Source: an optimization exercise on an open RTL-to-GDS flow (aim: small area and a short achievable clock period). Production flows keep margins and buffers that such runs may drop. Only simulation tests tie the RTL to the original design; equivalence was not proved.

==> inputs of branch harbor <==
// systolic_array_8x8
module systolic_array_8x8 #(
    parameter N = 8,
    parameter DATA_WIDTH = 8,
    parameter ACC_WIDTH = 32
) (
    input  wire clk,
    input  wire rst,
    input  wire [N*DATA_WIDTH-1:0] a_in_top,
    input  wire [N*DATA_WIDTH-1:0] b_in_left,
    output wire [N*N*ACC_WIDTH-1:0] c_out_matrix
);
==> module inc16, before the edit <==
module inc16 (
    input  wire [15:0] x,
    input  wire        ci,
    output wire [15:0] y
);
    wire [79:0] p;
    assign p[15:0] = x;
    genvar l, k;
    generate for (l = 0; l < 4; l = l + 1) begin : g_lvl
        for (k = 0; k < 16; k = k + 1) begin : g_bit
            if ((k >> l) & 1) begin : g_and
                assign p[16*(l+1) + k] = p[16*l + k] & p[16*l + ((k >> l) << l) - 1];
            end else begin : g_pass
                assign p[16*(l+1) + k] = p[16*l + k];
            end
        end
    end endgenerate
    wire [15:0] t = {p[78:64] & {15{ci}}, ci};
    assign y = x ^ t;
endmodule
==> module systolic_array_8x8, before the edit <==
module systolic_array_8x8 #(
    parameter N = 8,
    parameter DATA_WIDTH = 8,
    parameter ACC_WIDTH = 32
) (
    input  wire clk,
    input  wire rst,
    input  wire [N*DATA_WIDTH-1:0] a_in_top,
    input  wire [N*DATA_WIDTH-1:0] b_in_left,
    output wire [N*N*ACC_WIDTH-1:0] c_out_matrix
);
    wire [7:0] a_d [0:N-1][0:N-1];
    wire [7:0] b_d [0:N-1][0:N-1];
    reg  [7:0] a_reg [0:N-2][0:N-1];
    reg  [7:0] b_reg [0:N-1][0:N-2];
    genvar i, j;
    generate
        for (i = 0; i < N; i = i + 1) begin : g_row
            for (j = 0; j < N; j = j + 1) begin : g_col
                if (i == 0) begin : g_atop
                    assign a_d[i][j] = a_in_top[j*8 +: 8];
                end else begin : g_ain
                    assign a_d[i][j] = a_reg[i-1][j];
                end
                if (j == 0) begin : g_bleft
                    assign b_d[i][j] = b_in_left[i*8 +: 8];
                end else begin : g_bin
                    assign b_d[i][j] = b_reg[i][j-1];
                end
                if (i < N-1) begin : g_areg
                    always @(posedge clk)
                        a_reg[i][j] <= rst ? 8'd0 : a_d[i][j];
                end
                if (j < N-1) begin : g_breg
                    always @(posedge clk)
                        b_reg[i][j] <= rst ? 8'd0 : b_d[i][j];
                end
                pe u_pe (.clk(clk), .rst(rst), .a_in(a_d[i][j]), .b_in(b_d[i][j]),
                         .p_sum_out(c_out_matrix[(i*N + j)*ACC_WIDTH +: ACC_WIDTH]));
            end
        end
    endgenerate
endmodule
==> flow/config.mk <==
export PLATFORM = sky130hd
export DESIGN_NAME = systolic_array_8x8
export DESIGN_NICKNAME = systolic_array_8x8
export VERILOG_FILES = /design/flow/design.v
export SDC_FILE = /design/flow/constraint.sdc
export NUM_CORES = 4
export LEC_CHECK = 0
export CAP_MARGIN = 20
export CORE_MARGIN = 2
export CORE_UTILIZATION = 66
export SLEW_MARGIN = 20
==> flow/constraint.sdc <==
create_clock -name core_clock -period 7.0 [get_ports {clk}]
set_input_delay 1.4000 -clock core_clock [delete_from_list [all_inputs] [get_ports {clk}]]
set_output_delay 1.4000 -clock core_clock [all_outputs]
set_load 0.01 [all_outputs]
standard.sh (not shown) runs the stock make flow with config.mk's settings and CLKGATE_MAP_FILE= SYNTH_SCRIPT=/design/flow/synth_recipe.tcl, a recipe that flattens the netlist after the stock synthesis.
==> flow/flow/run.sh <==
#!/bin/bash
# Own layout flow:
#  1. the standard synthesis, unchanged;
#  2. flow/polfix.py re-chooses which full-adder cells work on complemented
#     signals (a full adder is self-dual), and simple gates (and2 or nand2, ...) use the complement cell, removing most of the inverters that
#     synthesis leaves between adder cells; registers are not touched;
#  3. the standard ORFS layout from floorplan to finish, with sky130 buf_1
#     cells as the port buffers.
# Each step's full output goes to its own log file in this folder.
set -euo pipefail
R=orfs/results/sky130hd/systolic_array_8x8/base
bash standard.sh synth > synth.log 2>&1
cp "$R/1_2_yosys.v" "$R/1_2_yosys_std.v"
python3 flow/polfix.py "$R/1_2_yosys_std.v" "$R/1_2_yosys.v" > polfix.log 2>&1
rm -f "$R/1_synth.odb" "$R/1_synth.sdc"
export BUFFER_PORTS_ARGS="-buffer_cell sky130_fd_sc_hd__buf_1"
bash standard.sh finish > layout.log 2>&1
Other scripts of this flow, unchanged in this note and not shown: flow/flow/polfix.py
==> branch nickel (differences from branch harbor) <==
--- a/flow/design.v
+++ b/flow/design.v
@@ -33,15 +33,19 @@
 );
-    wire [79:0] p;
-    assign p[15:0] = x;
-    genvar l, k;
-    generate for (l = 0; l < 4; l = l + 1) begin : g_lvl
-        for (k = 0; k < 16; k = k + 1) begin : g_bit
-            if ((k >> l) & 1) begin : g_and
-                assign p[16*(l+1) + k] = p[16*l + k] & p[16*l + ((k >> l) << l) - 1];
-            end else begin : g_pass
-                assign p[16*(l+1) + k] = p[16*l + k];
-            end
-        end
+    wire [3:0] blk;
+    wire [3:0] bc;
+    wire [15:0] t;
+    genvar q;
+    generate for (q = 0; q < 4; q = q + 1) begin : g_blk
+        assign blk[q] = &x[4*q +: 4];
+    end endgenerate
+    assign bc[0] = ci;
+    assign bc[1] = ci & blk[0];
+    assign bc[2] = ci & blk[0] & blk[1];
+    assign bc[3] = ci & blk[0] & blk[1] & blk[2];
+    generate for (q = 0; q < 4; q = q + 1) begin : g_in
+        assign t[4*q]   = bc[q];
+        assign t[4*q+1] = bc[q] & x[4*q];
+        assign t[4*q+2] = bc[q] & x[4*q] & x[4*q+1];
+        assign t[4*q+3] = bc[q] & x[4*q] & x[4*q+1] & x[4*q+2];
     end endgenerate
-    wire [15:0] t = {p[78:64] & {15{ci}}, ci};
     assign y = x ^ t;
CORE_UTILIZATION = 62   (was 66)
CTS_BUF_LIST = sky130_fd_sc_hd__clkbuf_8   (was unset)
SETUP_SLACK_MARGIN = 2.0   (was unset)
==> branch raven (differences from branch harbor) <==
--- a/flow/design.v
+++ b/flow/design.v
@@ -299,2 +299,11 @@
 );
+    reg  [N-2:0] rst_q;
+    wire [N-1:0] rs;
+    always @(posedge clk)
+        rst_q <= {rst_q[N-3:0], rst};
+    assign rs[0] = rst;
+    genvar d;
+    generate for (d = 1; d < N; d = d + 1) begin : g_rs
+        assign rs[d] = rs[d-1] | rst_q[d-1];
+    end endgenerate
     wire [7:0] a_d [0:N-1][0:N-1];
@@ -319,3 +328,3 @@
                     always @(posedge clk)
-                        a_reg[i][j] <= rst ? 8'd0 : a_d[i][j];
+                        a_reg[i][j] <= a_d[i][j];
                 end
@@ -323,5 +332,5 @@
                     always @(posedge clk)
-                        b_reg[i][j] <= rst ? 8'd0 : b_d[i][j];
+                        b_reg[i][j] <= b_d[i][j];
                 end
-                pe u_pe (.clk(clk), .rst(rst), .a_in(a_d[i][j]), .b_in(b_d[i][j]),
+                pe u_pe (.clk(clk), .rst(rs[(i > j) ? i : j]), .a_in(a_d[i][j]), .b_in(b_d[i][j]),
                          .p_sum_out(c_out_matrix[(i*N + j)*ACC_WIDTH +: ACC_WIDTH]));
CORE_UTILIZATION = 60   (was 66)
SETUP_SLACK_MARGIN = 2.7   (was unset)
==> qor summary <==
item	branch nickel	branch raven	branch harbor
Number of placement rows	222	221	214
Maximum buffer depth of the clock tree	4	4	-
Critical path type	register to output pin	input pin to register	-
Ant. Diodes	45	10	-
Met2 GRT Util	0.5915	0.5902	-
Worst setup skew after layout	0.06886 ns	0.07490 ns	-
Violation count after the first detailed-route iteration	9972	9064	-
Final instance area	252800 sq um	262200 sq um	-
End point of the critical path	c_out_matrix[95]	g_row[0].g_col[0].u_pe.lo[15]	-
Outcome	no timing/DRC/antenna violations	no timing/DRC/antenna violations	did not finish
Stage where the flow stopped	-	-	I/O pin placement
# nets final	30030	29150	-
Layout cell share with drive strength beyond 1	0.05941	0.1655	-
Number of antenna violations at the first check in global routing	42	15	-
Critical Path Slowest Stage Cell	sky130_fd_sc_hd__dfxtp_1	sky130_fd_sc_hd__fa_1	-

separate check: timing with driven ports:
No port has a modelled driver above. Below, the same layouts with a new extraction and two added sets of constraints. Step 1 sets driving cells, clkbuf_16 on the clock port and buf_2 on the other inputs (assumed; they add their load-dependent delay and slew). Step 2, shift: input delay + t, output delay - t, t = (earliest + latest rising clock arrival at the registers) / 2. This alone moves slack from input paths to output paths. Slacks: no drivers / after step 1 / after step 2; pairs: no drivers / after step 1.
run | shift t [ns] | slack for setup (ns) | hold WS [ns] | clock arrival spread, ns | cell pins on the clock port's net
branch nickel | 1.322 | 2.084 / 1.957 / 1.122 | 0.553 / 0.505 / 0.553 | 0.090 / 0.090 | 1
branch raven | 1.083 | 2.540 / 2.536 / 1.463 | 0.368 / 0.368 / 0.368 | 0.079 / 0.078 | 1
After both steps setup and hold are still met in every run listed. For branch raven, which loses most, drivers alone change the setup slack by -0.004 ns; drivers and shift together by -1.077 ns.
